Background: an optimization exercise with open tools, aiming at small area. Do not read the settings as production practice. Only simulation tests tie the RTL to the original design; equivalence was not proved. No activity file was given, so power comes from the tool's default toggle rates.

==> flow/design.v <==
`timescale 1ns / 1ps
module muldiv(
    input           clk,
    input           rst,
    input           ph1,       
    input           mul,       
    input           sga,       
    input           sgb,       
    input  [31:0]   a,
    input  [31:0]   b,
    output [31:0]   hi,
    output [31:0]   lo
    );
    wire na = sga & a[31];
    wire nb = sgb & b[31];
    wire [31:0] ua, ub;
    cneg32 neg_a(.x(a), .n(na), .ci(1'b0), .y(ua), .any());
    cneg32 neg_b(.x(b), .n(nb), .ci(1'b0), .y(ub), .any());
    wire [31:0] k = ub ^ {32{~mul}};
    wire [31:0] zb;
    assign zb[31] = 1'b1;
    genvar zi;
    generate
        for (zi = 30; zi >= 0; zi = zi - 1) begin : g_zb
            assign zb[zi] = zb[zi+1] & ~ub[zi+1];
        end
    endgenerate
    reg  [31:0] st_w;
    reg  [15:0] st_u0, st_u1;
    wire [31:0] row_in  [0:16];
    wire [15:0] u0, u1;
    assign row_in[0] = ph1 ? 32'b0 : st_w;
    genvar p, j;
    generate
        for (p = 0; p < 16; p = p + 1) begin : g_row
            localparam POL = p % 2;
            wire abit = ph1 ? ua[31 - p] : ua[15 - p];
            wire [31:0] y = { row_in[p][30:0], (~mul & abit) ^ POL[0] };
            wire [32:0] c;
            wire [31:0] s;
            assign c[0] = ~mul ^ POL[0];
            for (j = 0; j < 32; j = j + 1) begin : g_cell
                wire x = k[j] ^ POL[0];
                assign s[j]   = y[j] ^ x ^ c[j];
                assign c[j+1] = (y[j] & x) | (c[j] & (y[j] ^ x));
            end
            wire co   = c[32] ^ POL[0];
            wire top  = row_in[p][31] ^ POL[0];
            wire q    = ph1 ? (zb[p] & (c[p+1] ^ POL[0])) : (zb[p+16] & (c[p+17] ^ POL[0]));
            wire sel  = mul ? abit : q;
            assign row_in[p+1] = ~(sel ? s : y);
            assign u0[p] = mul ? (top ^ (abit & co)) : q;
            assign u1[p] = abit & top & co;
        end
    endgenerate
    always @(negedge clk or posedge rst)
        if (rst) begin
            st_w  <= 32'b0;
            st_u0 <= 16'b0;
            st_u1 <= 16'b0;
        end else begin
            st_w  <= row_in[16];
            st_u0 <= u0;
            st_u1 <= u1;
        end
    wire [31:0] U0 = { st_u0[0],  st_u0[1],  st_u0[2],  st_u0[3],  st_u0[4],  st_u0[5],
                       st_u0[6],  st_u0[7],  st_u0[8],  st_u0[9],  st_u0[10], st_u0[11],
                       st_u0[12], st_u0[13], st_u0[14], st_u0[15],
                       u0[0],  u0[1],  u0[2],  u0[3],  u0[4],  u0[5],  u0[6],  u0[7],
                       u0[8],  u0[9],  u0[10], u0[11], u0[12], u0[13], u0[14], u0[15] };
    wire [31:0] U1 = { st_u1[0],  st_u1[1],  st_u1[2],  st_u1[3],  st_u1[4],  st_u1[5],
                       st_u1[6],  st_u1[7],  st_u1[8],  st_u1[9],  st_u1[10], st_u1[11],
                       st_u1[12], st_u1[13], st_u1[14], st_u1[15],
                       u1[0],  u1[1],  u1[2],  u1[3],  u1[4],  u1[5],  u1[6],  u1[7],
                       u1[8],  u1[9],  u1[10], u1[11], u1[12], u1[13], u1[14], u1[15] };
    wire [31:0] w = row_in[16];
    wire [31:0] mh;
    wire [32:0] hc;
    assign hc[0] = 1'b0;
    generate
        for (j = 0; j < 32; j = j + 1) begin : g_hadd
            wire u1s = (j == 0) ? 1'b0 : U1[j-1];
            assign mh[j]   = U0[j] ^ u1s ^ hc[j];
            assign hc[j+1] = (U0[j] & u1s) | (hc[j] & (U0[j] ^ u1s));
        end
    endgenerate
    wire [31:0] hi_u = mul ? mh : w;
    wire [31:0] lo_u = mul ? w : U0;
    wire n_lo = na ^ nb;
    wire n_hi = mul ? n_lo : na;
    wire lo_any;
    cneg32 neg_lo(.x(lo_u), .n(n_lo), .ci(1'b0), .y(lo), .any(lo_any));
    cneg32 neg_hi(.x(hi_u), .n(n_hi), .ci(mul & lo_any), .y(hi), .any());
endmodule
module cneg32(
    input  [31:0] x,
    input         n,
    input         ci,
    output [31:0] y,
    output        any
    );
    wire [32:0] o;
    assign o[0] = ci;
    genvar j;
    generate
        for (j = 0; j < 32; j = j + 1) begin : g
            assign y[j]   = x[j] ^ (n & o[j]);
            assign o[j+1] = o[j] | x[j];
        end
    endgenerate
    assign any = o[32];
endmodule
`timescale 1ns / 1ps
module cpu(
    input           clk,
    input           rst,
    output [31:0]   pc,
    input  [31:0]   imem_data,
    output          dmem_en,
    output          dmem_we,
    output [3:0]    dmem_be,
    output [9:0]    dmem_addr,
    output [31:0]   dmem_wdata,
    input  [31:0]   dmem_rdata,
    output [31:0]   out_reg6,
    output [31:0]   out_reg7,
    output [31:0]   out_reg15,
    output [31:0]   out_reg16
);
    localparam F_ADD = 5'd0, F_SUB = 5'd1, F_AND = 5'd2, F_OR = 5'd3, F_XOR = 5'd4,
               F_NOR = 5'd5, F_LUI = 5'd6, F_SLT = 5'd7, F_SLTU = 5'd8, F_MDHI = 5'd9,
               F_P = 5'd12, F_HI = 5'd13, F_LO = 5'd14, F_CLZ = 5'd15, F_MUL = 5'd16;
    localparam H_MUL = 2'd0, H_DIV = 2'd1, H_RS = 2'd2;
    localparam S_W = 2'd0, S_H = 2'd1, S_B = 2'd2;
    reg  [31:0] pc_r;
    reg  [31:0] id_instr;
    reg  [31:0] id_pc4;
    reg         f_stall, f_is_rs, f_is_rt;
    reg  [31:0] f_rs, f_rt;
    wire        n_stall, n_is_rs, n_is_rt;
    wire [31:0] n_rs, n_rt;
    reg  [31:0] e_a, e_b, e_p;
    reg  [4:0]  e_fn;
    reg         e_hw, e_lw, e_sga, e_sgb;
    reg  [1:0]  e_hsrc;
    reg         e_men, e_mwe, e_msg;
    reg  [1:0]  e_msz;
    reg         e_wena, e_mfc0;
    reg  [4:0]  e_rdc;
    reg  [31:0] m_val;
    reg  [11:0] m_addr;
    reg         m_en, m_we, m_sg;
    reg  [1:0]  m_sz;
    reg         m_wena, m_mfc0;
    reg  [4:0]  m_rdc;
    reg  [31:0] w_val;
    reg         w_wena;
    reg  [4:0]  w_rdc;
    reg  [31:0] hi_r, lo_r;
    wire        stall = n_stall;
    reg ph_p, ph_n;
    always @(posedge clk or posedge rst)
        if (rst) ph_p <= 1'b0;
        else     ph_p <= ~ph_p;
    always @(negedge clk or posedge rst)
        if (rst) ph_n <= 1'b0;
        else     ph_n <= ph_p;
    wire ph1 = ph_p ^ ph_n;
    wire [31:0] ins = id_instr;
    wire [5:0]  op  = ins[31:26];
    wire [5:0]  fn  = ins[5:0];
    wire [4:0]  rsc = ins[25:21];
    wire [4:0]  rtc = ins[20:16];
    wire [4:0]  rdf = ins[15:11];
    wire        opR = (op == 6'b000000);
    wire d_addi    = (op == 6'b001000);
    wire d_addiu   = (op == 6'b001001);
    wire d_andi    = (op == 6'b001100);
    wire d_ori     = (op == 6'b001101);
    wire d_sltiu   = (op == 6'b001011);
    wire d_lui     = (op == 6'b001111);
    wire d_xori    = (op == 6'b001110);
    wire d_slti    = (op == 6'b001010);
    wire d_beq     = (op == 6'b000100);
    wire d_bne     = (op == 6'b000101);
    wire d_j       = (op == 6'b000010);
    wire d_jal     = (op == 6'b000011);
    wire d_bgez    = (op == 6'b000001);
    wire d_lw      = (op == 6'b100011);
    wire d_lh      = (op == 6'b100001);
    wire d_lhu     = (op == 6'b100101);
    wire d_lb      = (op == 6'b100000);
    wire d_lbu     = (op == 6'b100100);
    wire d_sw      = (op == 6'b101011);
    wire d_sh      = (op == 6'b101001);
    wire d_sb      = (op == 6'b101000);
    wire d_addu    = opR & (fn == 6'b100001);
    wire d_and     = opR & (fn == 6'b100100);
    wire d_jr      = opR & (fn == 6'b001000);
    wire d_xor     = opR & (fn == 6'b100110);
    wire d_nor     = opR & (fn == 6'b100111);
    wire d_or      = opR & (fn == 6'b100101);
    wire d_sll     = opR & (fn == 6'b000000);
    wire d_sllv    = opR & (fn == 6'b000100);
    wire d_sltu    = opR & (fn == 6'b101011);
    wire d_sra     = opR & (fn == 6'b000011);
    wire d_srl     = opR & (fn == 6'b000010);
    wire d_subu    = opR & (fn == 6'b100011);
    wire d_add     = opR & (fn == 6'b100000);
    wire d_sub     = opR & (fn == 6'b100010);
    wire d_slt     = opR & (fn == 6'b101010);
    wire d_srlv    = opR & (fn == 6'b000110);
    wire d_srav    = opR & (fn == 6'b000111);
    wire d_divu    = opR & (fn == 6'b011011);
    wire d_jalr    = opR & (fn == 6'b001001);
    wire d_mfhi    = opR & (fn == 6'b010000);
    wire d_mflo    = opR & (fn == 6'b010010);
    wire d_mthi    = opR & (fn == 6'b010001);
    wire d_mtlo    = opR & (fn == 6'b010011);
    wire d_multu   = opR & (fn == 6'b011001);
    wire d_syscall = opR & (fn == 6'b001100);
    wire d_div     = opR & (fn == 6'b011010);
    wire d_teq     = opR & (fn == 6'b110100);
    wire d_break   = opR & (fn == 6'b001101);
    wire d_clz     = (op == 6'b011100) & (fn == 6'b100000);
    wire d_mul     = (op == 6'b011100) & (fn == 6'b000010);
    wire d_eret    = (op == 6'b010000) & (fn == 6'b011000);
    wire d_mfc0    = (ins[31:21] == 11'b01000000000) & (ins[10:3] == 8'b0);
    wire d_mtc0    = (ins[31:21] == 11'b01000000100) & (ins[10:3] == 8'b0);
    wire d_load  = d_lw | d_lh | d_lhu | d_lb | d_lbu;
    wire d_store = d_sw | d_sh | d_sb;
    wire rs_rena = d_addi | d_addiu | d_andi | d_ori | d_sltiu | d_xori | d_slti | d_addu |
                   d_and | d_beq | d_bne | d_jr | d_xor | d_nor | d_or | d_sllv | d_sltu |
                   d_subu | d_add | d_sub | d_slt | d_srlv | d_srav | d_clz | d_divu |
                   d_jalr | d_load | d_store | d_mul | d_multu | d_teq | d_div;
    wire rt_rena = d_addu | d_and | d_beq | d_bne | d_xor | d_nor | d_or | d_sll | d_sllv |
                   d_sltu | d_sra | d_srl | d_subu | d_add | d_sub | d_slt | d_srlv |
                   d_srav | d_divu | d_store | d_mtc0 | d_mul | d_multu | d_teq | d_div;
    wire grp_r   = d_add | d_addu | d_sub | d_subu | d_and | d_or | d_xor | d_nor | d_slt |
                   d_sltu | d_sll | d_srl | d_sra | d_sllv | d_srlv | d_srav | d_clz |
                   d_jalr | d_mfhi | d_mflo | d_mul;
    wire grp_i   = d_addi | d_addiu | d_andi | d_ori | d_xori | d_load | d_slti | d_sltiu |
                   d_lui | d_mfc0;
    wire rd_wena = grp_r | grp_i | d_jal;
    wire [4:0] rd_addr = grp_i ? rtc : (d_jal ? 5'd31 : rdf);
    wire b_imm    = d_addi | d_addiu | d_andi | d_ori | d_xori | d_slti | d_sltiu | d_load |
                    d_store | d_lui;
    wire imm_sign = d_addi | d_addiu | d_sltiu | d_slti;
    wire [31:0] imm = { {16{imm_sign & ins[15]}}, ins[15:0] };
    wire d_sh_l   = d_sll | d_sllv;
    wire d_sh_ra  = d_sra | d_srav;
    wire d_sh_any = d_sll | d_srl | d_sra | d_sllv | d_srlv | d_srav;
    wire d_sh_var = d_sllv | d_srlv | d_srav;
    wire [4:0] sh_k   = d_sh_var ? rs_v[4:0] : ins[10:6];
    wire       sh_big = d_sh_var & (|rs_v[31:5]);
    wire [31:0] sh_oh = 32'b1 << sh_k;
    wire [31:0] sh_ohr;
    assign sh_ohr[0] = sh_oh[0];
    genvar si;
    generate
        for (si = 1; si < 32; si = si + 1) begin : g_ohr
            assign sh_ohr[si] = sh_oh[32 - si];
        end
    endgenerate
    wire [31:0] sh_pow = d_sh_l  ? (sh_big ? 32'b0 : sh_oh) :
                         d_sh_ra ? (sh_big ? 32'b1 : sh_ohr) :
                                   (sh_big ? 32'b0 : sh_ohr);
    wire sh_hi = d_sh_any & ~d_sh_l & ((sh_k != 5'd0) | sh_big);
    reg [4:0] d_fn;
    always @(*) begin
        if (d_sub | d_subu)              d_fn = F_SUB;
        else if (d_and | d_andi)         d_fn = F_AND;
        else if (d_or | d_ori)           d_fn = F_OR;
        else if (d_xor | d_xori)         d_fn = F_XOR;
        else if (d_nor)                  d_fn = F_NOR;
        else if (d_lui)                  d_fn = F_LUI;
        else if (d_slt | d_slti)         d_fn = F_SLT;
        else if (d_sltu | d_sltiu)       d_fn = F_SLTU;
        else if (sh_hi)                  d_fn = F_MDHI;
        else if (d_sh_any)               d_fn = F_MUL;
        else if (d_jal | d_jalr | d_mfc0 | d_store) d_fn = F_P;
        else if (d_mfhi)                 d_fn = F_HI;
        else if (d_mflo)                 d_fn = F_LO;
        else if (d_clz)                  d_fn = F_CLZ;
        else if (d_mul)                  d_fn = F_MUL;
        else                             d_fn = F_ADD;
    end
    wire [1023:0] gflat;
    wire [31:0]   gvalid;
    assign gflat[31:0] = 32'b0;
    assign gvalid[0]   = 1'b0;
    wire wb_we = w_wena & (w_rdc != 5'd0);
    genvar gi;
    generate
        for (gi = 1; gi < 32; gi = gi + 1) begin : g_gpr
            reg [31:0] q;
            wire we = wb_we & (w_rdc == gi);
            if (gi == 6 || gi == 7 || gi == 15 || gi == 16) begin : g_rst
                always @(posedge clk or posedge rst)
                    if (rst)     q <= 32'b0;
                    else if (we) q <= w_val;
                assign gvalid[gi] = 1'b1;
            end else begin : g_val
                reg v;
                always @(posedge clk)
                    if (we) q <= w_val;
                always @(posedge clk or posedge rst)
                    if (rst)     v <= 1'b0;
                    else if (we) v <= 1'b1;
                assign gvalid[gi] = v;
            end
            assign gflat[gi*32 +: 32] = q;
        end
    endgenerate
    assign out_reg6  = g_gpr[6].q;
    assign out_reg7  = g_gpr[7].q;
    assign out_reg15 = g_gpr[15].q;
    assign out_reg16 = g_gpr[16].q;
    wire [4:0]  rf_ra = ph1 ? rsc : rtc;
    wire [31:0] rf_q  = gflat[rf_ra*32 +: 32] & {32{gvalid[rf_ra]}};
    reg  [31:0] rf_rs_q;
    always @(negedge clk or posedge rst)
        if (rst) rf_rs_q <= 32'b0;
        else     rf_rs_q <= rf_q;
    wire [31:0] rf_rt_q = rf_q;
    wire        byp_rs  = w_wena & (w_rdc == rsc);
    wire        byp_rt  = w_wena & (w_rdc == rtc);
    wire [31:0] rf_rs = (rs_rena & (rsc != 5'd0)) ? (byp_rs ? w_val : rf_rs_q) : 32'b0;
    wire [31:0] rf_rt = (rt_rena & (rtc != 5'd0)) ? (byp_rt ? w_val : rf_rt_q) : 32'b0;
    wire [31:0] rs_v = n_is_rs ? n_rs : rf_rs;
    wire [31:0] rt_v = n_is_rt ? n_rt : rf_rt;
    wire [1023:0] cflat;
    wire [31:0]   cvalid;
    wire [31:0]   status;
    wire [31:0]   epc;
    wire exc = status[0] & ((d_syscall & status[1]) | (d_break & status[2]) | (d_teq & status[3]));
    wire [4:0] cause = d_break ? 5'b01001 : (d_syscall ? 5'b01000 : (d_teq ? 5'b01101 : 5'b0));
    wire [31:0] epc_in;
    dec30 epc_dec(.x(id_pc4[31:2]), .y(epc_in[31:2]));
    assign epc_in[1:0] = id_pc4[1:0];
    generate
        for (gi = 0; gi < 32; gi = gi + 1) begin : g_c0
            reg [31:0] q;
            wire wsel = d_mtc0 & (rdf == gi);
            if (gi == 12) begin : g_st
                always @(posedge clk or posedge rst)
                    if (rst)         q <= 32'b0;
                    else if (wsel)   q <= rt_v;
                    else if (d_mtc0) q <= q;
                    else if (exc)    q <= { q[26:0], 5'b0 };
                    else if (d_eret) q <= { 5'b0, q[31:5] };
                assign cvalid[gi] = 1'b1;
            end else if (gi == 13) begin : g_ca
                always @(posedge clk or posedge rst)
                    if (rst)                  q <= 32'b0;
                    else if (wsel)            q <= rt_v;
                    else if (~d_mtc0 & exc)   q <= { 25'd0, cause, 2'd0 };
                assign cvalid[gi] = 1'b1;
            end else if (gi == 14) begin : g_epc
                always @(posedge clk or posedge rst)
                    if (rst)                  q <= 32'b0;
                    else if (wsel)            q <= rt_v;
                    else if (~d_mtc0 & exc)   q <= epc_in;
                assign cvalid[gi] = 1'b1;
            end else begin : g_val
                reg v;
                always @(posedge clk)
                    if (wsel) q <= rt_v;
                always @(posedge clk or posedge rst)
                    if (rst)       v <= 1'b0;
                    else if (wsel) v <= 1'b1;
                assign cvalid[gi] = v;
            end
            assign cflat[gi*32 +: 32] = q;
        end
    endgenerate
    assign status = g_c0[12].q;
    assign epc    = g_c0[14].q;
    wire [31:0] c0_rd = cflat[rdf*32 +: 32] & {32{cvalid[rdf]}};
    wire eq = (rs_v == rt_v);
    wire branch = (d_beq & eq) | (d_bne & ~eq) | (d_bgez & ~rs_v[31]) | d_j | d_jr | d_jal |
                  d_jalr | (d_teq & eq) | (~d_teq & exc);
    wire btaken = (d_beq | d_bne | d_bgez) & branch;
    wire [31:0] pc4_if, baddr;
    inc30 pc_inc(.x(pc_r[31:2]), .y(pc4_if[31:2]));
    assign pc4_if[1:0] = pc_r[1:0];
    wire [1:0] baddr_hi_unused;
    add32 br_add(.a({ 2'b0, id_pc4[31:2] }), .b({ {16{ins[15]}}, ins[15:0] }), .ci(1'b0),
                 .s({ baddr_hi_unused, baddr[31:2] }), .co());
    assign baddr[1:0] = id_pc4[1:0];
    wire [31:0] jaddr  = { id_pc4[31:28], ins[25:0], 2'b00 };
    wire [31:0] npc = d_eret          ? epc :
                      btaken          ? baddr :
                      (d_j | d_jal)   ? jaddr :
                      (d_jr | d_jalr) ? rs_v :
                      exc             ? 32'h00400004 : pc4_if;
    assign pc = pc_r;
    always @(posedge clk or posedge rst)
        if (rst)         pc_r <= 32'h00400000;
        else if (~stall) pc_r <= npc;
    always @(posedge clk or posedge rst)
        if (rst)         id_instr <= 32'b0;
        else if (branch) id_instr <= 32'b0;
        else if (~stall) id_instr <= imem_data;
    always @(posedge clk)
        if (~stall) id_pc4 <= pc4_if;
    wire e_load = e_men & ~e_mwe;
    always @(posedge clk or posedge rst)
        if (rst) begin
            e_wena <= 1'b0; e_men <= 1'b0; e_hw <= 1'b0; e_lw <= 1'b0;
        end else if (stall) begin
            e_wena <= 1'b0; e_men <= 1'b0; e_hw <= 1'b0; e_lw <= 1'b0;
        end else begin
            e_wena <= rd_wena;
            e_men  <= d_load | d_store;
            e_hw   <= d_mul | d_multu | d_div | d_divu | d_mthi;
            e_lw   <= d_mul | d_multu | d_div | d_divu | d_mtlo;
        end
    always @(posedge clk) begin
        e_a    <= d_sh_any ? rt_v : rs_v;
        e_b    <= d_sh_any ? sh_pow : (b_imm ? imm : rt_v);
        e_p    <= (d_jal | d_jalr) ? id_pc4 : (d_mfc0 ? c0_rd : rt_v);
        e_fn   <= d_fn;
        e_sga  <= d_mul | d_div | d_sh_ra;
        e_sgb  <= d_mul | d_div;
        e_hsrc <= (d_div | d_divu) ? H_DIV : ((d_mthi | d_mtlo) ? H_RS : H_MUL);
        e_mwe  <= d_store;
        e_msz  <= (d_lh | d_lhu | d_sh) ? S_H : ((d_lb | d_lbu | d_sb) ? S_B : S_W);
        e_msg  <= d_lh | d_lb;
        e_rdc  <= rd_addr;
        e_mfc0 <= d_mfc0;
    end
    wire [31:0] A = e_a;
    wire [31:0] B = e_b;
    wire        sub = (e_fn == F_SUB) | (e_fn == F_SLT) | (e_fn == F_SLTU);
    wire [32:0] sum;
    add32 alu_add(.a(A), .b(B ^ {32{sub}}), .ci(sub), .s(sum[31:0]), .co(sum[32]));
    wire        lt_u = ~sum[32];
    wire        lt_s = (A[31] ^ B[31]) ? A[31] : sum[31];
    reg [5:0] clz;
    integer ci;
    always @(*) begin
        clz = 6'd32;
        for (ci = 0; ci < 32; ci = ci + 1)
            if (A[ci]) clz = 6'd31 - ci[5:0];
    end
    wire [31:0] md_hi, md_lo;
    muldiv muldiv_inst(
        .clk(clk), .rst(rst), .ph1(ph1), .mul(e_hsrc == H_MUL), .sga(e_sga), .sgb(e_sgb),
        .a(A), .b(B), .hi(md_hi), .lo(md_lo));
    wire [3:0] lg_tt = (e_fn == F_AND) ? 4'b1000 :
                       (e_fn == F_OR)  ? 4'b1110 :
                       (e_fn == F_XOR) ? 4'b0110 : 4'b0001;
    wire [31:0] lg;
    generate
        for (si = 0; si < 32; si = si + 1) begin : g_lg
            assign lg[si] = lg_tt[{ A[si], B[si] }];
        end
    endgenerate
    reg [31:0] ex_val;
    always @(*) begin
        case (e_fn)
            F_ADD:   ex_val = sum[31:0];
            F_SUB:   ex_val = sum[31:0];
            F_AND:   ex_val = lg;
            F_OR:    ex_val = lg;
            F_XOR:   ex_val = lg;
            F_NOR:   ex_val = lg;
            F_LUI:   ex_val = { B[15:0], 16'b0 };
            F_SLT:   ex_val = { 31'b0, lt_s };
            F_SLTU:  ex_val = { 31'b0, lt_u };
            F_MDHI:  ex_val = md_hi;
            F_P:     ex_val = e_p;
            F_HI:    ex_val = hi_r & {32{hi_v}};
            F_LO:    ex_val = lo_r & {32{lo_v}};
            F_CLZ:   ex_val = { 26'b0, clz };
            F_MUL:   ex_val = md_lo;
            default: ex_val = sum[31:0];
        endcase
    end
    wire [31:0] ex_fwd = e_mfc0 ? 32'b0 : ex_val;
    reg hi_v, lo_v;
    always @(posedge clk) begin
        if (e_hw) hi_r <= (e_hsrc == H_RS) ? A : md_hi;
        if (e_lw) lo_r <= (e_hsrc == H_RS) ? A : md_lo;
    end
    always @(posedge clk or posedge rst)
        if (rst) begin
            hi_v <= 1'b0;
            lo_v <= 1'b0;
        end else begin
            if (e_hw) hi_v <= 1'b1;
            if (e_lw) lo_v <= 1'b1;
        end
    always @(posedge clk or posedge rst)
        if (rst) begin
            m_en   <= 1'b0;
            m_wena <= 1'b0;
        end else begin
            m_en   <= e_men;
            m_wena <= e_wena;
        end
    always @(posedge clk) begin
        m_val  <= ex_val;
        m_addr <= sum[11:0];
        m_we   <= e_mwe;
        m_sz   <= e_msz;
        m_sg   <= e_msg;
        m_rdc  <= e_rdc;
        m_mfc0 <= e_mfc0;
    end
    wire [1:0] alo = m_addr[1:0];
    assign dmem_en   = m_en;
    assign dmem_we   = m_we;
    assign dmem_addr = m_addr[11:2];
    assign dmem_be   = (m_sz == S_W) ? 4'b1111 :
                       (m_sz == S_H) ? ((alo == 2'b00) ? 4'b0011 : ((alo == 2'b10) ? 4'b1100 : 4'b0000)) :
                       (4'b0001 << alo);
    assign dmem_wdata = (m_sz == S_W) ? m_val :
                        (m_sz == S_H) ? { m_val[15:0], m_val[15:0] } : {4{m_val[7:0]}};
    reg [31:0] ld;
    always @(*) begin
        case (m_sz)
            S_H: begin
                case (alo)
                    2'b00:   ld = { {16{m_sg & dmem_rdata[15]}}, dmem_rdata[15:0] };
                    2'b10:   ld = { {16{m_sg & dmem_rdata[31]}}, dmem_rdata[31:16] };
                    default: ld = 32'b0;
                endcase
            end
            S_B: begin
                case (alo)
                    2'b00:   ld = { {24{m_sg & dmem_rdata[7]}},  dmem_rdata[7:0] };
                    2'b01:   ld = { {24{m_sg & dmem_rdata[15]}}, dmem_rdata[15:8] };
                    2'b10:   ld = { {24{m_sg & dmem_rdata[23]}}, dmem_rdata[23:16] };
                    default: ld = { {24{m_sg & dmem_rdata[31]}}, dmem_rdata[31:24] };
                endcase
            end
            default: ld = dmem_rdata;
        endcase
    end
    wire        m_load  = m_en & ~m_we;
    wire [31:0] wb_in   = m_load ? ld : m_val;
    wire [31:0] mem_fwd = m_mfc0 ? 32'b0 : wb_in;
    always @(posedge clk or posedge rst)
        if (rst) w_wena <= 1'b0;
        else     w_wena <= m_wena;
    always @(posedge clk) begin
        w_val <= wb_in;
        w_rdc <= m_rdc;
    end
    wire ex_hit_rs  = e_wena & rs_rena & (e_rdc == rsc);
    wire ex_hit_rt  = e_wena & rt_rena & (e_rdc == rtc);
    wire mem_hit_rs = m_wena & rs_rena & (m_rdc == rsc);
    wire mem_hit_rt = m_wena & rt_rena & (m_rdc == rtc);
    assign n_stall = ~f_stall & (ex_hit_rs | ex_hit_rt) & e_load;
    assign n_is_rs = f_stall ? f_is_rs : (ex_hit_rs | mem_hit_rs);
    assign n_is_rt = f_stall ? f_is_rt : (ex_hit_rt | mem_hit_rt);
    assign n_rs = f_stall ? (f_is_rs ? mem_fwd : f_rs) :
                  ex_hit_rs ? (e_load ? f_rs : ex_fwd) :
                  mem_hit_rs ? mem_fwd : f_rs;
    assign n_rt = f_stall ? ((~f_is_rs & f_is_rt) ? mem_fwd : f_rt) :
                  ex_hit_rt ? (e_load ? f_rt : ex_fwd) :
                  mem_hit_rt ? mem_fwd : f_rt;
    always @(posedge clk or posedge rst)
        if (rst) begin
            f_stall <= 1'b0;
            f_is_rs <= 1'b0;
            f_is_rt <= 1'b0;
            f_rs    <= 32'b0;
            f_rt    <= 32'b0;
        end else begin
            f_stall <= n_stall;
            f_is_rs <= n_is_rs;
            f_is_rt <= n_is_rt;
            f_rs    <= n_rs;
            f_rt    <= n_rt;
        end
endmodule
module add32(
    input  [31:0] a,
    input  [31:0] b,
    input         ci,
    output [31:0] s,
    output        co
    );
    wire [32:0] c;
    assign c[0] = ci;
    genvar j;
    generate
        for (j = 0; j < 32; j = j + 1) begin : g
            assign s[j]   = a[j] ^ b[j] ^ c[j];
            assign c[j+1] = (a[j] & b[j]) | (c[j] & (a[j] ^ b[j]));
        end
    endgenerate
    assign co = c[32];
endmodule
module inc30(
    input  [29:0] x,
    output [29:0] y
    );
    wire [30:0] c;
    assign c[0] = 1'b1;
    genvar j;
    generate
        for (j = 0; j < 30; j = j + 1) begin : g
            assign y[j]   = x[j] ^ c[j];
            assign c[j+1] = x[j] & c[j];
        end
    endgenerate
endmodule
module dec30(
    input  [29:0] x,
    output [29:0] y
    );
    wire [30:0] bw;
    assign bw[0] = 1'b1;
    genvar j;
    generate
        for (j = 0; j < 30; j = j + 1) begin : g
            assign y[j]    = x[j] ^ bw[j];
            assign bw[j+1] = ~x[j] & bw[j];
        end
    endgenerate
endmodule
==> flow/flow/run.sh <==
#!/bin/bash
# Standard layout with two knobs changed: ports are buffered with the
# smallest buffer, and clock tree synthesis uses mid-size clock buffers
# without dummy loads.
set -euo pipefail
bash standard.sh \
  "BUFFER_PORTS_ARGS=-buffer_cell sky130_fd_sc_hd__buf_1" \
  "CTS_ARGS=-sink_clustering_enable -repair_clock_nets -dont_use_dummy_load -buf_list sky130_fd_sc_hd__clkbuf_8 -sink_clustering_size 20" \
  finish > flow_make.log 2>&1
==> flow/standard.sh <==
#!/bin/bash
# synth_recipe.tcl (not shown) runs the flow's synth.tcl, then flattens the netlist and writes it again
# the make line also repeats each setting of config.mk as NAME=value (left out here)
make -C /OpenROAD-flow-scripts/flow DESIGN_CONFIG=/design/flow/config.mk WORK_HOME=/design/flow/orfs CLKGATE_MAP_FILE= SYNTH_SCRIPT=/design/flow/synth_recipe.tcl "${@:-finish}"
==> flow/config.mk <==
export PLATFORM = sky130hd
export DESIGN_NAME = cpu
export DESIGN_NICKNAME = cpu
export VERILOG_FILES = /design/flow/design.v
export SDC_FILE = /design/flow/constraint.sdc
export NUM_CORES = 8
export LEC_CHECK = 0
export ABC_AREA = 1
export CAP_MARGIN = 40
export CORE_MARGIN = 2
export CORE_UTILIZATION = 30
export PLACE_DENSITY = 0.4
export SLEW_MARGIN = 40
==> flow/constraint.sdc <==
create_clock -name core_clock -period 500.0 [get_ports {clk}]
set_input_delay 100.0000 -clock core_clock [delete_from_list [all_inputs] [get_ports {clk}]]
set_output_delay 100.0000 -clock core_clock [all_outputs]
set_load 0.01 [all_outputs]
==> flow_summary.ini, run 1 <==
[power]
power_leader = sequential cells
clk-power_uw = 166
seq-power_uw = 283
total_power_uw = 694
p_comb_uw = 245
p_sw_uw = 286
leakage_nw = 61.2
switching_share_pct = 41.2
power_frac_comb_pct = 35.4
seq_power_share_pct = 40.8
pwr-share-clk_pct = 23.8
ir_worst_vdd_uv = 2.51
intPower_uw = 408
power_density_nw_per_um2 = 4.51

[global_routing]
grt_max_degree = 129
track_usage_pct = 27.0
grt_pass1_vias = 106000
antenna_found_initial = 57
grt_overflow = 0
grt_pass1_wl_um = 885000

[setup_path]
reg2reg_from = ph_n$_DFF_NP0_
crit_start = ph_n$_DFF_NP0_
end_kind = register
cp.arrival_ns = 442.26
path_max_fanout = 50
path_class = register to register
critPathMostFrequentCell = fa_1
slowest_delay_ns = 0.59
critPathTopFamily = adder cells
worstSetupStartpointType = register
crit_required_ns = 501.05
critPathSlowestCell = nand2_2
rr_worst_depth = 622
cp.depth = 622
r2r_slack_ns = 58.79
reg2reg_to = pc_r[0]$_DFFE_PP0P_
critPathBufInv = 89
crit_end = pc_r[0]$_DFFE_PP0P_

[clock_tree]
cts-resized-gates = 0
cts_setup_buffers = 0
numCtsBuffers = 461
cts_tree = done
clk_path_buf_depth = 4
cts_sinks = 2611
ctsHoldBuffers = 0
htree_levels = 5
clk_pin_slew_ns = 0.05
clockRootBuffer = clkbuf_8
clk_latency_ns = 1.19

[synth]
ys_warn_count = 2
yosys.cell_types.count = 80
yosys-top-cells-area = edfxtp_1, nand2_1, fa_1, dfrtp_1, nand3_1
synth-edff-count = 1888
syn_inst = 13800
ys.flop_type = edfxtp_1
synth_seq_cells = 2611
synthArstFlopShare_pct = 19.8
yosysSeqAreaShare_pct = 53.6
synth_top_area_cell = edfxtp_1
synth_top_cell_area_share_pct = 41.2
synth.avg_cell_area_um2 = 9.99
synth_nets = 14500
synth_area_um2 = 138000

[timing]
final.setup.tns_ns = 0
finalClockSkew_ns = 0.299
hold_viol_final = 0
final.hold.worst_slack_ns = 0.355
relSlewSlack_pct = 32.8
rsz0062_at_grt = false
tightest_slew_ns = 0.997
drv_slew = 0
setup_viol = 0
setup_ws_ns = 58.79

[floorplanning]
die_w_um = 681
ios = 274
die_area_um2 = 464000
die_h_um = 681
row_count = 248
initial_core_util_pct = 30.1
coreArea_um2 = 456000

[route]
drc_errors = 0
wl_per_cell_um = 31.7
initialDrtViolationCount = 11800
antenna_left = 0
routed_via_density = 5.42
drt_wl_total_um = 641000
vias = 110000
dr.pass1.iters = 7

[final_layout]
fin_util_pct = 33.7
fin_nets = 14800
syn_to_final_growth_pct = 11.8
drive_gt1_share_pct = 10.6

[placed_design]
pre_cts_ws_ns = 57.35
dpl.hpwl_um = 442000
port-buffer-count = 273
gp_congestion = 0.968

[worst_hold_path]
hold_path_depth = 0
min_path_type = register to register
holdPathEnd = m_sz[1]$_DFF_P_
hp-start = e_msz[1]$_SDFF_PP0_

[status]
status = no timing/DRC/antenna violations

[run]
cap_viol_max_count = 0
cell type report:
class	count	area (um2)
diodes	23	57.6
clock buffers	461	6340
fillers	46700	303000
inverters	1023	3890
multi-input cells	9319	57700
flip-flops and latches	2611	73800
well taps	6125	7660
repair buffers	680	4420
cell usage after synthesis, types with 26 or more instances:
cell,count
o21ai_1,70
nor3_1,71
nand4_1,84
dfrtn_1,96
and3_1,32
a311oi_1,33
and2_1,62
nand3_1,1083
xor2_1,150
o22ai_1,33
o21a_1,26
o211ai_1,88
nor4_1,55
buf_1,142
buf_2,47
fa_1,571
or2_2,149
inv_2,42
o221ai_1,105
a311o_1,28
a21boi_0,30
a31oi_1,125
buf_4,58
dfrtp_1,420
inv_1,958
ha_1,74
nand2_1,3368
mux2_2,41
nand2_2,45
nor3b_1,30
a22oi_1,573
o21ai_0,774
edfxtp_1,1888
a221oi_1,57
nor2_1,669
a21oi_1,621
clkbuf_1,541
dfxtp_1,206
nand3_2,34
through the flow:
stage	cell area (um2)	cells
final	154000	20200
after global routing	154000	20200
after CTS	154000	20200
after detailed placement	147000	19800
after global placement	147000	19700
after floorplan	138000	13800
layout by cell type, fill, tap and decap left out, types with 149 or more instances in the layout:
cell and instances:
a21oi_1 614, a22oi_1 572, buf_1 273, buf_4 359
clkbuf_8 461, dfrtp_1 417, dfxtp_1 200, edfxtp_1 1888
fa_1 571, inv_1 944, nand2_1 3343, nand3_1 1080
nor2_1 598, o21ai_0 742, or2_2 149
flip-flops by register name, summed over array words and instances, names as in the netlist, 12 cells and up:
name / count
e_a: 32
e_b: 32
e_p: 32
f_rs: 32
f_rt: 32
g_c0.genblk1.genblk1.g_val.v: 29
g_c0.q: 1024
g_gpr.g_val.v: 27
g_gpr.q: 992
hi_r: 32
id_instr: 32
id_pc4: 32
lo_r: 32
m_addr: 12
m_val: 32
muldiv_inst.st_u0: 16
muldiv_inst.st_u1: 15
muldiv_inst.st_w: 32
pc_r: 32
rf_rs_q: 32
w_val: 32
layer usage:
| metal | share of wire [%] | routed length, um | vias up | track usage (%) |
|---|---|---|---|---|
| met5 | 0.034 | 215 | - | 0 |
| met4 | 4.2 | 27000 | 30 | 9.96 |
| met3 | 7.2 | 46100 | 1002 | 4.76 |
| met2 | 44 | 285000 | 4513 | 41.5 |
| met1 | 44 | 283000 | 56000 | 38.0 |
| li1 | - | - | 48100 | - |
cell families after synthesis:
kind of cell             synth area share, %
flip-flops                              53.6
XOR/XNOR                                1.07
AND/OR/NAND/NOR                         18.2
AO/OA/AOI/OAI                           12.3
buffers and inverters                   5.36
multiplexers                           0.379
adder cells (fa/ha/maj)                 8.98
==> run 2: changes to the inputs <==
--- a/flow/config.mk
+++ b/flow/config.mk
@@ -8,6 +8,6 @@
 export ABC_AREA = 1
 export CAP_MARGIN = 40
 export CORE_MARGIN = 2
-export CORE_UTILIZATION = 30
-export PLACE_DENSITY = 0.4
+export CORE_UTILIZATION = 55
+export PLACE_DENSITY = 0.65
 export SLEW_MARGIN = 40
==> flow_summary.ini, run 2 <==
[route]
vias = 114000
dr.pass1.iters = 6
drt_wl_total_um = 551000
initialDrtViolationCount = 17700
antenna_left = 0
routed_via_density = 6.56
wl_per_cell_um = 31.8
drc_errors = 0

[placed_design]
gp_congestion = 1.06
placed_area_um2 = 143000
pre_cts_ws_ns = 55.61
dpl.hpwl_um = 377000
place_inst = 16900
port-buffer-count = 273

[setup_path]
cp.depth = 630
crit_start = ph_n$_DFF_NP0_
worstSetupStartpointType = register
rr_worst_depth = 630
r2r_slack_ns = 55.57
crit_end = pc_r[0]$_DFFE_PP0P_
critPathBufInv = 93
path_class = register to register
reg2reg_to = pc_r[0]$_DFFE_PP0P_
cp.arrival_ns = 445.35
crit_required_ns = 500.92
critPathTopFamily = adder cells
end_kind = register
critPathMostFrequentCell = fa_1
path_max_fanout = 49
slowest_delay_ns = 0.76
critPathSlowestCell = nand3_4
reg2reg_from = ph_n$_DFF_NP0_

[timing]
final.setup.tns_ns = 0
setup_viol = 0
finalClockSkew_ns = 0.283
final.hold.worst_slack_ns = 0.381
drv_slew = 0
relSlewSlack_pct = 28.3
rsz0062_at_grt = false
setup_ws_ns = 55.57
tightest_slew_ns = 1.08
hold_viol_final = 0

[power]
leakage_nw = 60.6
power_frac_comb_pct = 33.9
ir_worst_vdd_uv = 3.59
p_sw_uw = 264
pwr-share-clk_pct = 23.3
total_power_uw = 666
power_density_nw_per_um2 = 4.46
clk-power_uw = 155
power_leader = sequential cells
switching_share_pct = 39.6
seq_power_share_pct = 42.8
p_comb_uw = 226
seq-power_uw = 285
intPower_uw = 402

[global_routing]
grt_overflow = 0
antenna_found_initial = 45
track_usage_pct = 42.5
grt_pass1_vias = 108000
grt_max_degree = 179
grt_pass1_wl_um = 780000

[final_layout]
nFillCells = 21000
fin_nets = 14700
final_common_cell = nand2_1
fin_util_pct = 60.1
fin_area_um2 = 149000
fin_cells = 17400
final_cell_mix = nand2_1, edfxtp_1, nand3_1
multiInputGateArea_um2 = 57600
largest_reg_flops = 1024
reg_top3 = g_c0.q x1024, g_gpr.q x992
regMostFlops = g_c0.q
seq_area_um2 = 73800
syn_to_final_growth_pct = 8.58
drive_gt1_share_pct = 9.96

[floorplanning]
coreArea_um2 = 249000
ios = 274
row_count = 183
die_h_um = 504
initial_core_util_pct = 55.3
die_w_um = 504
die_area_um2 = 254000

[clock_tree]
numCtsBuffers = 437
clockRootBuffer = clkbuf_8
ctsHoldBuffers = 0
htree_levels = 5
clk_path_buf_depth = 4
cts_tree = done
cts_setup_buffers = 0
clk_pin_slew_ns = 0.06
cts_sinks = 2611
cts-resized-gates = 0
clk_latency_ns = 1.21

[synth]
syn_inst = 13800
yosysSeqAreaShare_pct = 53.6
synth_top_cell_area_share_pct = 41.2
yosys-top-cells-area = edfxtp_1, nand2_1, fa_1, dfrtp_1, nand3_1
yosys.cell_types.count = 80
synth_area_um2 = 138000
synth_most_common_cell = nand2_1
synth_top_area_cell = edfxtp_1
synthArstFlopShare_pct = 19.8
synth_nets = 14500
synth_common_cells = nand2_1, edfxtp_1, nand3_1
synth-edff-count = 1888
ys.flop_type = edfxtp_1
synth_seq_cells = 2611
synth.avg_cell_area_um2 = 9.99
ys_warn_count = 2

[worst_hold_path]
hp-start = e_wena$_DFF_PP0_
min_path_type = register to register
hold_path_depth = 0
holdPathEnd = m_wena$_DFF_PP0_

[run]
cap_viol_max_count = 0

[status]
status = no timing/DRC/antenna violations
## run 2: cell count changes in the layout (fill, tap and decap cells not counted), sizes merged
cell	before	now
inv	998	1001
buf	676	613
clkinv	25	22
diode	23	20
clkbuf	465	437
## run 2: logic make-up after synthesis
| kind of cell | after synthesis | share of synthesized area [%] |
|---|---|---|
| simple gates | 5755 | 18.2 |
| compound gates | 2705 | 12.3 |
| flops | 2611 | 53.6 |
| buf+inv | 1840 | 5.36 |
| fa+ha+maj | 645 | 8.98 |
| xor+xnor | 167 | 1.07 |
| mux | 47 | 0.379 |
## run 2: routing by layer
metal  vias to the layer above  global-route usage (%)  routed length [um]
met5                         -                       0                 103
met4                        16                    21.2               32800
met3                      1508                    12.7               74200
met2                      8222                    61.4              236000
met1                     56200                    58.6              208000
li1                      47900                       -                   -
## run 2: final cells by class
class | count | share of cell area (%)
antenna | 20 | 0.0335
clock buffer | 437 | 4.03
inverter | 1023 | 2.60
multi-input combinational | 9319 | 38.6
sequential | 2611 | 49.4
tap | 3330 | 2.79
timing repair buffer | 613 | 2.58
==> run 3: changes to the inputs <==
==> flow/flow/run.sh (replaced) <==
#!/bin/bash
# Standard layout with two knobs changed: ports are buffered with the
# smallest buffer, and clock tree synthesis clusters more flip-flops per
# leaf buffer and inserts no dummy loads.
set -euo pipefail
bash standard.sh \
  "BUFFER_PORTS_ARGS=-buffer_cell sky130_fd_sc_hd__buf_1" \
  "CTS_ARGS=-sink_clustering_enable -repair_clock_nets -dont_use_dummy_load -buf_list sky130_fd_sc_hd__clkbuf_16 -sink_clustering_size 25 -sink_clustering_max_diameter 90" \
  finish > flow_make.log 2>&1
==> flow_summary.ini, run 3 <==
[placed_design]
port-buffer-count = 273
dpl.hpwl_um = 377000
gp_congestion = 1.06

[route]
antenna_left = 0
routed_via_density = 6.57
vias = 112000
dr.pass1.iters = 9
drc_errors = 0
initialDrtViolationCount = 18200
wl_per_cell_um = 32.1
drt_wl_total_um = 547000

[synth]
synth_most_common_cell = nand2_1
synth_area_um2 = 138000
synth_common_cells = nand2_1, edfxtp_1, nand3_1
syn_inst = 13800
synth_seq_cells = 2611
synth-edff-count = 1888
synthArstFlopShare_pct = 19.8
yosysSeqAreaShare_pct = 53.6
yosys-top-cells-area = edfxtp_1, nand2_1, fa_1, dfrtp_1, nand3_1
synth_nets = 14500
yosys.cell_types.count = 80
ys.flop_type = edfxtp_1
synth_top_cell_area_share_pct = 41.2
synth_top_area_cell = edfxtp_1
synth.avg_cell_area_um2 = 9.99
ys_warn_count = 2

[floorplanning]
die_w_um = 504
die_h_um = 504
ios = 274
initial_core_util_pct = 55.3
die_area_um2 = 254000
coreArea_um2 = 249000
row_count = 183

[power]
p_sw_uw = 254
p_comb_uw = 226
power_leader = sequential cells
power_density_nw_per_um2 = 4.28
ir_worst_vdd_uv = 4.18
leakage_nw = 59.2
clk-power_uw = 119
seq_power_share_pct = 45.2
power_frac_comb_pct = 35.9
seq-power_uw = 285
switching_share_pct = 40.3
intPower_uw = 375
pwr-share-clk_pct = 18.9

[setup_path]
reg2reg_to = pc_r[0]$_DFFE_PP0P_
path_class = register to register
path_max_fanout = 49
reg2reg_from = ph_n$_DFF_NP0_
worstSetupStartpointType = register
critPathBufInv = 93
critPathTopFamily = adder cells
crit_start = ph_n$_DFF_NP0_
critPathMostFrequentCell = fa_1
crit_end = pc_r[0]$_DFFE_PP0P_
r2r_slack_ns = 55.59
critPathSlowestCell = nand3_4
cp.arrival_ns = 445.11
rr_worst_depth = 630
cp.depth = 630
end_kind = register
slowest_delay_ns = 0.75
crit_required_ns = 500.71

[timing]
final.hold.worst_slack_ns = 0.389
rsz0062_at_grt = false
setup_viol = 0
drv_slew = 0
relSlewSlack_pct = 27.4
finalClockSkew_ns = 0.177
hold_viol_final = 0
tightest_slew_ns = 1.09
final.setup.tns_ns = 0

[final_layout]
final_cell_mix = nand2_1, edfxtp_1, nand3_1
fin_nets = 14400
largest_reg_flops = 1024
drive_gt1_share_pct = 8.02
final_common_cell = nand2_1
reg_top3 = g_c0.q x1024, g_gpr.q x992
regMostFlops = g_c0.q
syn_to_final_growth_pct = 6.82

[run]
cap_viol_max_count = 0

[global_routing]
track_usage_pct = 42.2
antenna_found_initial = 37
grt_pass1_wl_um = 773000
grt_pass1_vias = 106000
grt_overflow = 0
grt_max_degree = 179

[clock_tree]
clk_path_buf_depth = 3
cts_sinks = 2611
cts_setup_buffers = 0
clockRootBuffer = clkbuf_16
cts-resized-gates = 0
htree_levels = 4
clk_latency_ns = 0.88
cts_tree = done
ctsHoldBuffers = 0
numCtsBuffers = 141
clk_pin_slew_ns = 0.10

[worst_hold_path]
hp-start = e_mfc0$_DFF_P_
hold_path_depth = 0
holdPathEnd = m_mfc0$_DFF_P_
min_path_type = register to register

[status]
status = no timing/DRC/antenna violations
==> run 3: cell count changes in the layout (fill, tap and decap cells not counted), sizes merged <==
cell    delta
clkbuf   -295
diode      +1
buf        +2
==> run 3: logic make-up after synthesis <==
group	after synthesis	synth area share (%)
xor+xnor	167	1.07
mux	47	0.379
fa+ha+maj	645	8.98
flops	2611	53.6
buf+inv	1840	5.36
compound gates	2705	12.3
simple gates	5755	18.2
==> run 3: stage by stage <==
step | util [%] | power, mW | cell area [um2] | setup slack, ns | cells
detailed placement | 57.5 | 0.506 | 143000 | 55.61 | 16900
CTS | 58.9 | 0.622 | 147000 | 55.69 | 17000
global placement | 57.4 | 0.503 | 143000 | 58.76 | 16900
global route | 59.1 | 0.655 | 147000 | 46.48 | 17000
floorplan | - | 0.411 | 138000 | 70.55 | 13800
finish | 59.1 | 0.629 | 147000 | 55.59 | 17100
==> run 3: per-layer routing <==
| metal | share of wire, % | global-route usage [%] | routed length [um] |
|---|---|---|---|
| met1 | 38 | 58.4 | 207000 |
| met2 | 43 | 61.3 | 235000 |
| met3 | 13 | 11.9 | 72500 |
| met4 | 5.9 | 20.4 | 32500 |
| met5 | 0.032 | 0 | 174 |
==> run 3: layout make-up <==
type	instances	area, um2
diodes	21	52.6
clock buffers	141	3530
fillers	21100	102000
inverters	1023	3890
multi-input cells	9319	57600
flip-flops and latches	2611	73800
well taps	3330	4170
repair buffers	616	3930
==> run 4: changes to the inputs <==
==> flow/flow/run.sh (replaced) <==
#!/bin/bash
# Standard layout with two knobs changed: ports are buffered with the
# smallest buffer, and clock tree synthesis clusters more flip-flops per
# leaf buffer and inserts no dummy loads.
set -euo pipefail
bash standard.sh \
  "BUFFER_PORTS_ARGS=-buffer_cell sky130_fd_sc_hd__buf_1" \
  "CTS_ARGS=-sink_clustering_enable -repair_clock_nets -dont_use_dummy_load -buf_list sky130_fd_sc_hd__clkbuf_8 -sink_clustering_size 12 -sink_clustering_max_diameter 100" \
  finish > flow_make.log 2>&1
==> flow_summary.ini, run 4 <==
[floorplanning]
ios = 274
die_h_um = 504
coreArea_um2 = 249000
die_area_um2 = 254000
row_count = 183
initial_core_util_pct = 55.3
die_w_um = 504

[clock_tree]
ctsHoldBuffers = 0
clk_path_buf_depth = 3
cts_tree = done
cts_setup_buffers = 0
clk_latency_ns = 1.13
clockRootBuffer = clkbuf_8
cts-resized-gates = 0
cts_sinks = 2611
clk_pin_slew_ns = 0.08
numCtsBuffers = 237
htree_levels = 4

[global_routing]
grt_max_degree = 179
antenna_found_initial = 39
grt_pass1_wl_um = 776000
track_usage_pct = 42.3
grt_overflow = 0
grt_pass1_vias = 106000

[final_layout]
regMostFlops = g_c0.q
fin_nets = 14500
nFillCells = 21200
syn_to_final_growth_pct = 6.60
multiInputGateArea_um2 = 57600
drive_gt1_share_pct = 8.65
final_cell_mix = nand2_1, edfxtp_1, nand3_1
seq_area_um2 = 73800
final_common_cell = nand2_1
reg_top3 = g_c0.q x1024, g_gpr.q x992
largest_reg_flops = 1024

[synth]
synth_top_area_cell = edfxtp_1
synth_area_um2 = 138000
synth-edff-count = 1888
synthArstFlopShare_pct = 19.8
synth_top_cell_area_share_pct = 41.2
ys_warn_count = 2
yosysSeqAreaShare_pct = 53.6
synth_common_cells = nand2_1, edfxtp_1, nand3_1
synth_most_common_cell = nand2_1
syn_inst = 13800
yosys.cell_types.count = 80
yosys-top-cells-area = edfxtp_1, nand2_1, fa_1, dfrtp_1, nand3_1
ys.flop_type = edfxtp_1
synth_seq_cells = 2611
synth.avg_cell_area_um2 = 9.99
synth_nets = 14500

[power]
power_frac_comb_pct = 36.2
total_power_uw = 622
p_sw_uw = 255
leakage_nw = 59.2
intPower_uw = 367
clk-power_uw = 112
p_comb_uw = 225
switching_share_pct = 41.0
seq-power_uw = 285
power_density_nw_per_um2 = 4.24
pwr-share-clk_pct = 18.0
ir_worst_vdd_uv = 3.87
seq_power_share_pct = 45.8
power_leader = sequential cells

[timing]
final.hold.worst_slack_ns = 0.391
drv_slew = 0
finalClockSkew_ns = 0.335
final.setup.tns_ns = 0
setup_viol = 0
hold_viol_final = 0
rsz0062_at_grt = false
tightest_slew_ns = 1.05
relSlewSlack_pct = 29.6

[route]
wl_per_cell_um = 32.0
initialDrtViolationCount = 17600
drc_errors = 0
drt_wl_total_um = 549000
dr.pass1.iters = 9
routed_via_density = 6.57
vias = 113000
antenna_left = 0

[setup_path]
reg2reg_from = ph_n$_DFF_NP0_
reg2reg_to = pc_r[0]$_DFFE_PP0P_
critPathMostFrequentCell = fa_1
path_class = register to register
worstSetupStartpointType = register
crit_start = ph_n$_DFF_NP0_
slowest_delay_ns = 0.76
critPathTopFamily = adder cells
critPathSlowestCell = nand3_4
path_max_fanout = 49
critPathBufInv = 93
crit_required_ns = 500.90
end_kind = register
cp.depth = 630
r2r_slack_ns = 55.82
rr_worst_depth = 630
cp.arrival_ns = 445.08
crit_end = pc_r[0]$_DFFE_PP0P_

[placed_design]
gp_congestion = 1.06
dpl.hpwl_um = 377000
port-buffer-count = 273

[status]
status = no timing/DRC/antenna violations

[worst_hold_path]
hp-start = e_wena$_DFF_PP0_
holdPathEnd = m_wena$_DFF_PP0_
min_path_type = register to register
hold_path_depth = 0

[run]
cap_viol_max_count = 0
==> run 4: cell counts after synthesis <==
No cell type changed its count.
==> run 4: final cells by class <==
class / count / area share [%]
sequential: 2611 / 50.3
multi-input combinational: 9319 / 39.3
tap: 3330 / 2.84
timing repair buffer: 614 / 2.66
inverter: 1023 / 2.65
clock buffer: 237 / 2.22
antenna: 21 / 0.0358
==> run 4: logic make-up (layout without fill, tap and decap cells) <==
group / Yosys count / in the layout / synth area share, %
simple gates: 5755 / 5755 / 18.2
compound gates: 2705 / 2705 / 12.3
flops: 2611 / 2611 / 53.6
buf+inv: 1840 / 1874 / 5.36
fa+ha+maj: 645 / 645 / 8.98
xor+xnor: 167 / 167 / 1.07
mux: 47 / 47 / 0.379
other cells: 0 / 21 / 0
==> run 4: per-layer routing <==
layer,GRT usage [%],vias to the layer above,share of wire (%)
li1,-,47500,-
met5,0.469,-,0.037
met1,58.4,55800,38
met2,61.1,7846,43
met4,20.9,20,6.0
met3,12.4,1475,14
==> run 4: stage by stage <==
step                setup WS, ns  instances  area, um2  util, %
global placement           58.76      16900     143000     57.4
CTS                        55.82      17100     146000     58.8
global route               46.62      17100     147000     59.0
finish                     55.82      17200     147000     59.0
detailed placement         55.61      16900     143000     57.5
floorplan                  70.55      13800     138000        -
==> run 5: changes to the inputs <==
==> flow/flow/run.sh (replaced) <==
#!/bin/bash
# 1. the standard synthesis, unchanged.
# 2. Area-oriented re-mapping of its combinational gates (flow/remap.tcl);
#    registers, adder cells and tie cells are untouched.
# 3. the standard layout of that netlist, with ports buffered by the
#    smallest buffer and a clock tree with larger leaf clusters and no
#    dummy loads.
# Each tool's output goes to a log file of its own in this folder.
set -euo pipefail
W=$PWD
bash standard.sh synth > log_1_synth.log 2>&1
R=orfs/results/$FLOW_PLATFORM/cpu/base
cp $R/1_2_yosys.v standard_synth.v
mv orfs orfs_synth
YOSYS=$(command -v yosys || echo $FLOW_HOME/../tools/install/yosys/bin/yosys)
REMAP_LIB=$FLOW_HOME/platforms/$FLOW_PLATFORM/lib/sky130_fd_sc_hd__tt_025C_1v80.lib \
REMAP_IN=$W/standard_synth.v REMAP_OUT=$W/remapped.v REMAP_TOP=$FLOW_TOP \
REMAP_SCRIPT=$W/flow/remap.abc REMAP_DIR=$W \
  $YOSYS -c flow/remap.tcl > log_2_remap.log 2>&1
bash standard.sh \
  "SYNTH_NETLIST_FILES=$W/remapped.v" \
  "BUFFER_PORTS_ARGS=-buffer_cell sky130_fd_sc_hd__buf_1" \
  "CTS_ARGS=-sink_clustering_enable -repair_clock_nets -dont_use_dummy_load -buf_list sky130_fd_sc_hd__clkbuf_8 -sink_clustering_size 12 -sink_clustering_max_diameter 100" \
  finish > log_3_layout.log 2>&1
==> flow/flow/remap.abc (new file) <==
strash
dch -f
amap -F 4 -A 10 -m
topo
==> flow/flow/remap.tcl (new file) <==
# Re-map the combinational logic of the standard synthesis with an
# area-oriented ABC script.  Flip-flops, adder cells and tie cells are kept
# as they are (same instances, names and cell types); only the gates between
# them are unmapped to plain logic and mapped again.
yosys -import
set lib $::env(REMAP_LIB)
set dir $::env(REMAP_DIR)
set keep {sky130_fd_sc_hd__df* sky130_fd_sc_hd__edf* sky130_fd_sc_hd__sdf* sky130_fd_sc_hd__sedf*
          sky130_fd_sc_hd__dlx* sky130_fd_sc_hd__dlr* sky130_fd_sc_hd__dlclkp* sky130_fd_sc_hd__sdlclkp*
          sky130_fd_sc_hd__fa_* sky130_fd_sc_hd__fah* sky130_fd_sc_hd__ha_* sky130_fd_sc_hd__conb_*}
set dont_use {}
foreach p {sky130_fd_sc_hd__probe_p_8 sky130_fd_sc_hd__probec_p_8 sky130_fd_sc_hd__lpflow_*
           sky130_fd_sc_hd__clk* sky130_fd_sc_hd__dly* sky130_fd_sc_hd__buf_*} {
  lappend dont_use -dont_use $p
}

# every cell as its function; the kept ones as black boxes
read_liberty -ignore_miss_func $lib
foreach p $keep { setattr -mod -set blackbox 1 $p }
read_verilog $::env(REMAP_IN)
hierarchy -top $::env(REMAP_TOP)
tee -o $dir/remap_before.txt stat -liberty $lib
flatten
opt -purge
abc -liberty $lib {*}$dont_use -script $::env(REMAP_SCRIPT) -D 500000
opt_clean -purge
setundef -zero
hilomap -singleton -hicell sky130_fd_sc_hd__conb_1 HI -locell sky130_fd_sc_hd__conb_1 LO
insbuf -buf sky130_fd_sc_hd__buf_1 A X
splitnets
opt_clean -purge
# cell definitions for the checks below (flatten dropped the unused ones)
read_liberty -lib -overwrite $lib
tee -o $dir/remap_after.txt stat -liberty $lib
check -assert
write_verilog -noattr -nohex -nodec $::env(REMAP_OUT)
--- a/flow/config.mk
+++ b/flow/config.mk
@@ -6,8 +6,9 @@
 export NUM_CORES = 8
 export LEC_CHECK = 0
 export ABC_AREA = 1
-export CAP_MARGIN = 40
+export CAP_MARGIN = 25
 export CORE_MARGIN = 2
 export CORE_UTILIZATION = 55
+export GPL_TIMING_DRIVEN = 0
 export PLACE_DENSITY = 0.65
-export SLEW_MARGIN = 40
+export SLEW_MARGIN = 25
==> flow_summary.ini, run 5 <==
[status]
status = no timing/DRC/antenna violations

[clock_tree]
clockRootBuffer = clkbuf_8
cts_sinks = 2611
clk_pin_slew_ns = 0.08
cts_tree = done
htree_levels = 4
cts-resized-gates = 0
numCtsBuffers = 238
cts_setup_buffers = 0
ctsHoldBuffers = 0
clk_latency_ns = 1.12
clk_path_buf_depth = 3

[timing]
setup_ws_ns = 36.22
drv_slew = 0
setup_viol = 0
finalClockSkew_ns = 0.269
relSlewSlack_pct = 13.0
rsz0062_at_grt = false
hold_viol_final = 0
tightest_slew_ns = 1.31

[synth]
syn_inst = 9943
ys_warn_count = 0
synth_area_um2 = 125000
synth_nets = 10700
synth.avg_cell_area_um2 = 12.6

[power]
p_sw_uw = 238
leakage_nw = 52.9
ir_worst_vdd_uv = 3.34
switching_share_pct = 38.5
seq-power_uw = 292
power_frac_comb_pct = 34.5
power_leader = sequential cells
intPower_uw = 380
p_comb_uw = 213
seq_power_share_pct = 47.2
clk-power_uw = 113
pwr-share-clk_pct = 18.2
power_density_nw_per_um2 = 4.30

[route]
drt_wl_total_um = 495000
vias = 100000
drc_errors = 0
met3_length_um = 57900
wl_met2_um = 219000
initialDrtViolationCount = 15200
wl_met1_um = 181000
wl_per_cell_um = 35.7
antenna_left = 0
dr.pass1.iters = 9
routed_via_density = 7.22
top_layer = met5

[global_routing]
grt_max_degree = 95
track_usage_pct = 42.4
grt_pass1_wl_um = 705000
grt_overflow = 0
antenna_found_initial = 36
grt_pass1_vias = 95700

[worst_hold_path]
hold_path_depth = 0
min_path_type = register to register
hp-start = e_rdc[3]$_DFF_P_
holdPathEnd = m_rdc[3]$_DFF_P_

[placed_design]
gp_congestion = 0.994
port-buffer-count = 273
pre_cts_ws_ns = 37.46
dpl.hpwl_um = 356000

[setup_path]
rr_worst_depth = 622
critPathMostFrequentCell = fa_1
slowest_delay_ns = 1.03
crit_end = id_instr[24]$_DFFE_PP0P_
critPathTopFamily = adder cells
critPathBufInv = 75
r2r_slack_ns = 36.22
reg2reg_from = ph_n$_DFF_NP0_
path_max_fanout = 66
end_kind = register
crit_start = ph_n$_DFF_NP0_
worstSetupStartpointType = register
path_class = register to register
cp.depth = 622
crit_required_ns = 500.91
critPathSlowestCell = clkinv_1
reg2reg_to = id_instr[24]$_DFFE_PP0P_
cp.arrival_ns = 464.69

[final_layout]
nFillCells = 17100
seq_area_um2 = 73800
fin_nets = 11600
final_common_cell = edfxtp_1
multiInputGateArea_um2 = 49100
fin_util_pct = 63.4
reg_top3 = g_c0.q x1024, g_gpr.q x992
drive_gt1_share_pct = 8.98
regMostFlops = g_c0.q
syn_to_final_growth_pct = 14.7
final_cell_mix = edfxtp_1, inv_1, o22ai_1
largest_reg_flops = 1024

[floorplanning]
die_h_um = 482
die_area_um2 = 232000
row_count = 175
ios = 274
initial_core_util_pct = 55.3
coreArea_um2 = 227000
die_w_um = 482

[run]
cap_viol_max_count = 0
run 5: cell types whose count changed in the layout (fill, tap and decap cells not counted), sizes merged, moves of 189 or more:
| cell | previous run | this run |
|---|---|---|
| nand2 | 3422 | 557 |
| nand3 | 1119 | 84 |
| o22ai | 33 | 778 |
| o22a | 0 | 276 |
| a21oi | 629 | 377 |
| buf | 613 | 852 |
| a22o | 19 | 219 |
| o221ai | 105 | 294 |
run 5: cell type report:
cell class | instances | area share [%]
sequential | 2611 | 51.3
multi-input combinational | 6233 | 34.2
timing repair buffer | 684 | 6.69
tap | 3009 | 2.62
inverter | 931 | 2.48
clock buffer | 238 | 2.28
buffer | 168 | 0.438
antenna | 15 | 0.0261
run 5: stage by stage:
step	TNS, ns	hold slack [ns]	power [mW]	instance area [um2]	std cells
after floorplan	0	0.310	0.413	125000	9943
after global placement	-536.44	0.356	0.492	130000	13200
after detailed placement	0	0.367	0.504	140000	13600
after CTS	0	0.380	0.613	144000	13900
after global routing	0	0.393	0.645	144000	13900
final	0	0.383	0.618	144000	13900
run 5: metal layers:
layer  vias to the layer above  GRT usage, %
met5                         -             0
met4                        18          25.7
met3                      1417          9.40
met2                      7151          63.4
met1                     50500          57.0
li1                      41100             -
==> run 6: changes to the inputs <==
--- a/flow/config.mk
+++ b/flow/config.mk
@@ -6,9 +6,8 @@
 export NUM_CORES = 8
 export LEC_CHECK = 0
 export ABC_AREA = 1
-export CAP_MARGIN = 25
+export CAP_MARGIN = 40
 export CORE_MARGIN = 2
 export CORE_UTILIZATION = 55
-export GPL_TIMING_DRIVEN = 0
 export PLACE_DENSITY = 0.65
-export SLEW_MARGIN = 25
+export SLEW_MARGIN = 40
==> flow_summary.ini, run 6 <==
[status]
status = no timing/DRC/antenna violations

[setup_path]
crit_end = id_instr[15]$_DFFE_PP0P_
rr_worst_depth = 632
slowest_delay_ns = 0.68
critPathMostFrequentCell = fa_1
critPathSlowestCell = o21ai_0
critPathBufInv = 78
worstSetupStartpointType = register
end_kind = register
crit_start = ph_n$_DFF_NP0_
critPathTopFamily = adder cells
cp.depth = 632
crit_required_ns = 500.93
path_max_fanout = 45
r2r_slack_ns = 50.99
cp.arrival_ns = 449.94
reg2reg_to = id_instr[15]$_DFFE_PP0P_
path_class = register to register
reg2reg_from = ph_n$_DFF_NP0_

[floorplanning]
row_count = 175
ios = 274
die_h_um = 482
initial_core_util_pct = 55.3
die_w_um = 482
die_area_um2 = 232000
coreArea_um2 = 227000

[final_layout]
final_cell_mix = edfxtp_1, inv_1, o22ai_1
drive_gt1_share_pct = 8.19
reg_top3 = g_c0.q x1024, g_gpr.q x992
fin_nets = 11400
final_common_cell = edfxtp_1
nFillCells = 18100
largest_reg_flops = 1024
fin_cells = 13700
fin_util_pct = 60.7
regMostFlops = g_c0.q
syn_to_final_growth_pct = 9.77

[synth]
synth_nets = 10700
ys_warn_count = 0
synth_area_um2 = 125000
synth.avg_cell_area_um2 = 12.6
syn_inst = 9943

[route]
drt_wl_total_um = 520000
dr.pass1.iters = 10
antenna_left = 0
vias = 101000
routed_via_density = 7.35
wl_per_cell_um = 37.9
initialDrtViolationCount = 16900
drc_errors = 0

[clock_tree]
ctsHoldBuffers = 0
clk_latency_ns = 1.12
cts_tree = done
numCtsBuffers = 238
cts_sinks = 2611
clk_pin_slew_ns = 0.08
cts-resized-gates = 0
clk_path_buf_depth = 3
cts_setup_buffers = 0
clockRootBuffer = clkbuf_8
htree_levels = 4

[worst_hold_path]
holdPathEnd = m_sz[0]$_DFF_P_
hold_path_depth = 0
min_path_type = register to register
hp-start = e_msz[0]$_SDFF_PP1_

[global_routing]
grt_max_degree = 144
grt_overflow = 0
grt_pass1_wl_um = 731000
antenna_found_initial = 40
track_usage_pct = 44.5
grt_pass1_vias = 96400

[power]
intPower_uw = 374
seq-power_uw = 287
total_power_uw = 621
switching_share_pct = 39.7
power_leader = sequential cells
seq_power_share_pct = 46.3
p_comb_uw = 222
power_frac_comb_pct = 35.7
leakage_nw = 51.0
power_density_nw_per_um2 = 4.51
p_sw_uw = 247
clk-power_uw = 112
ir_worst_vdd_uv = 3.24
pwr-share-clk_pct = 18.0

[placed_design]
pre_cts_ws_ns = 51.40
gp_congestion = 1.06
place_inst = 13500
dpl.hpwl_um = 351000
port-buffer-count = 273

[timing]
tightest_slew_ns = 1.04
finalClockSkew_ns = 0.285
final.setup.tns_ns = 0
relSlewSlack_pct = 29.6
setup_viol = 0
setup_ws_ns = 50.99
rsz0062_at_grt = false
hold_viol_final = 0
drv_slew = 0

[run]
cap_viol_max_count = 0
==> run 6: cell types whose count changed in the layout (fill, tap and decap cells not counted), moves of 23 or more <==
cell | previous run | this run
buf_1 | 441 | 273
buf_12 | 96 | 18
buf_16 | 208 | 7
buf_4 | 42 | 377
inv_1 | 872 | 903
nand2_1 | 527 | 550
==> run 6: stage by stage <==
stage / hold WS, ns / area, um2
after floorplan: 0.310 / 125000
after global placement: 0.314 / 134000
after detailed placement: 0.324 / 134000
after CTS: 0.342 / 138000
after global routing: 0.356 / 138000
final: 0.341 / 138000
==> run 6: metal layers <==
layer  GRT usage, %  up-vias  part of all wire (%)
li1               -    40700                     -
met1           57.1    50500                    35
met2           66.5     7959                    44
met3           12.9     1751                    13
met4           27.8       28                   7.7
met5              0        -                 0.048
==> run 6: layout make-up <==
cell class | count | area [um2] | share of cell area [%]
Tap cell | 3009 | 3760 | 2.73
Clock buffer | 238 | 3280 | 2.38
Sequential cell | 2611 | 73800 | 53.6
Multi-Input combinational cell | 6233 | 48800 | 35.4
Antenna cell | 22 | 55.1 | 0.0400
Timing Repair Buffer | 687 | 4510 | 3.28
Inverter | 931 | 3520 | 2.55
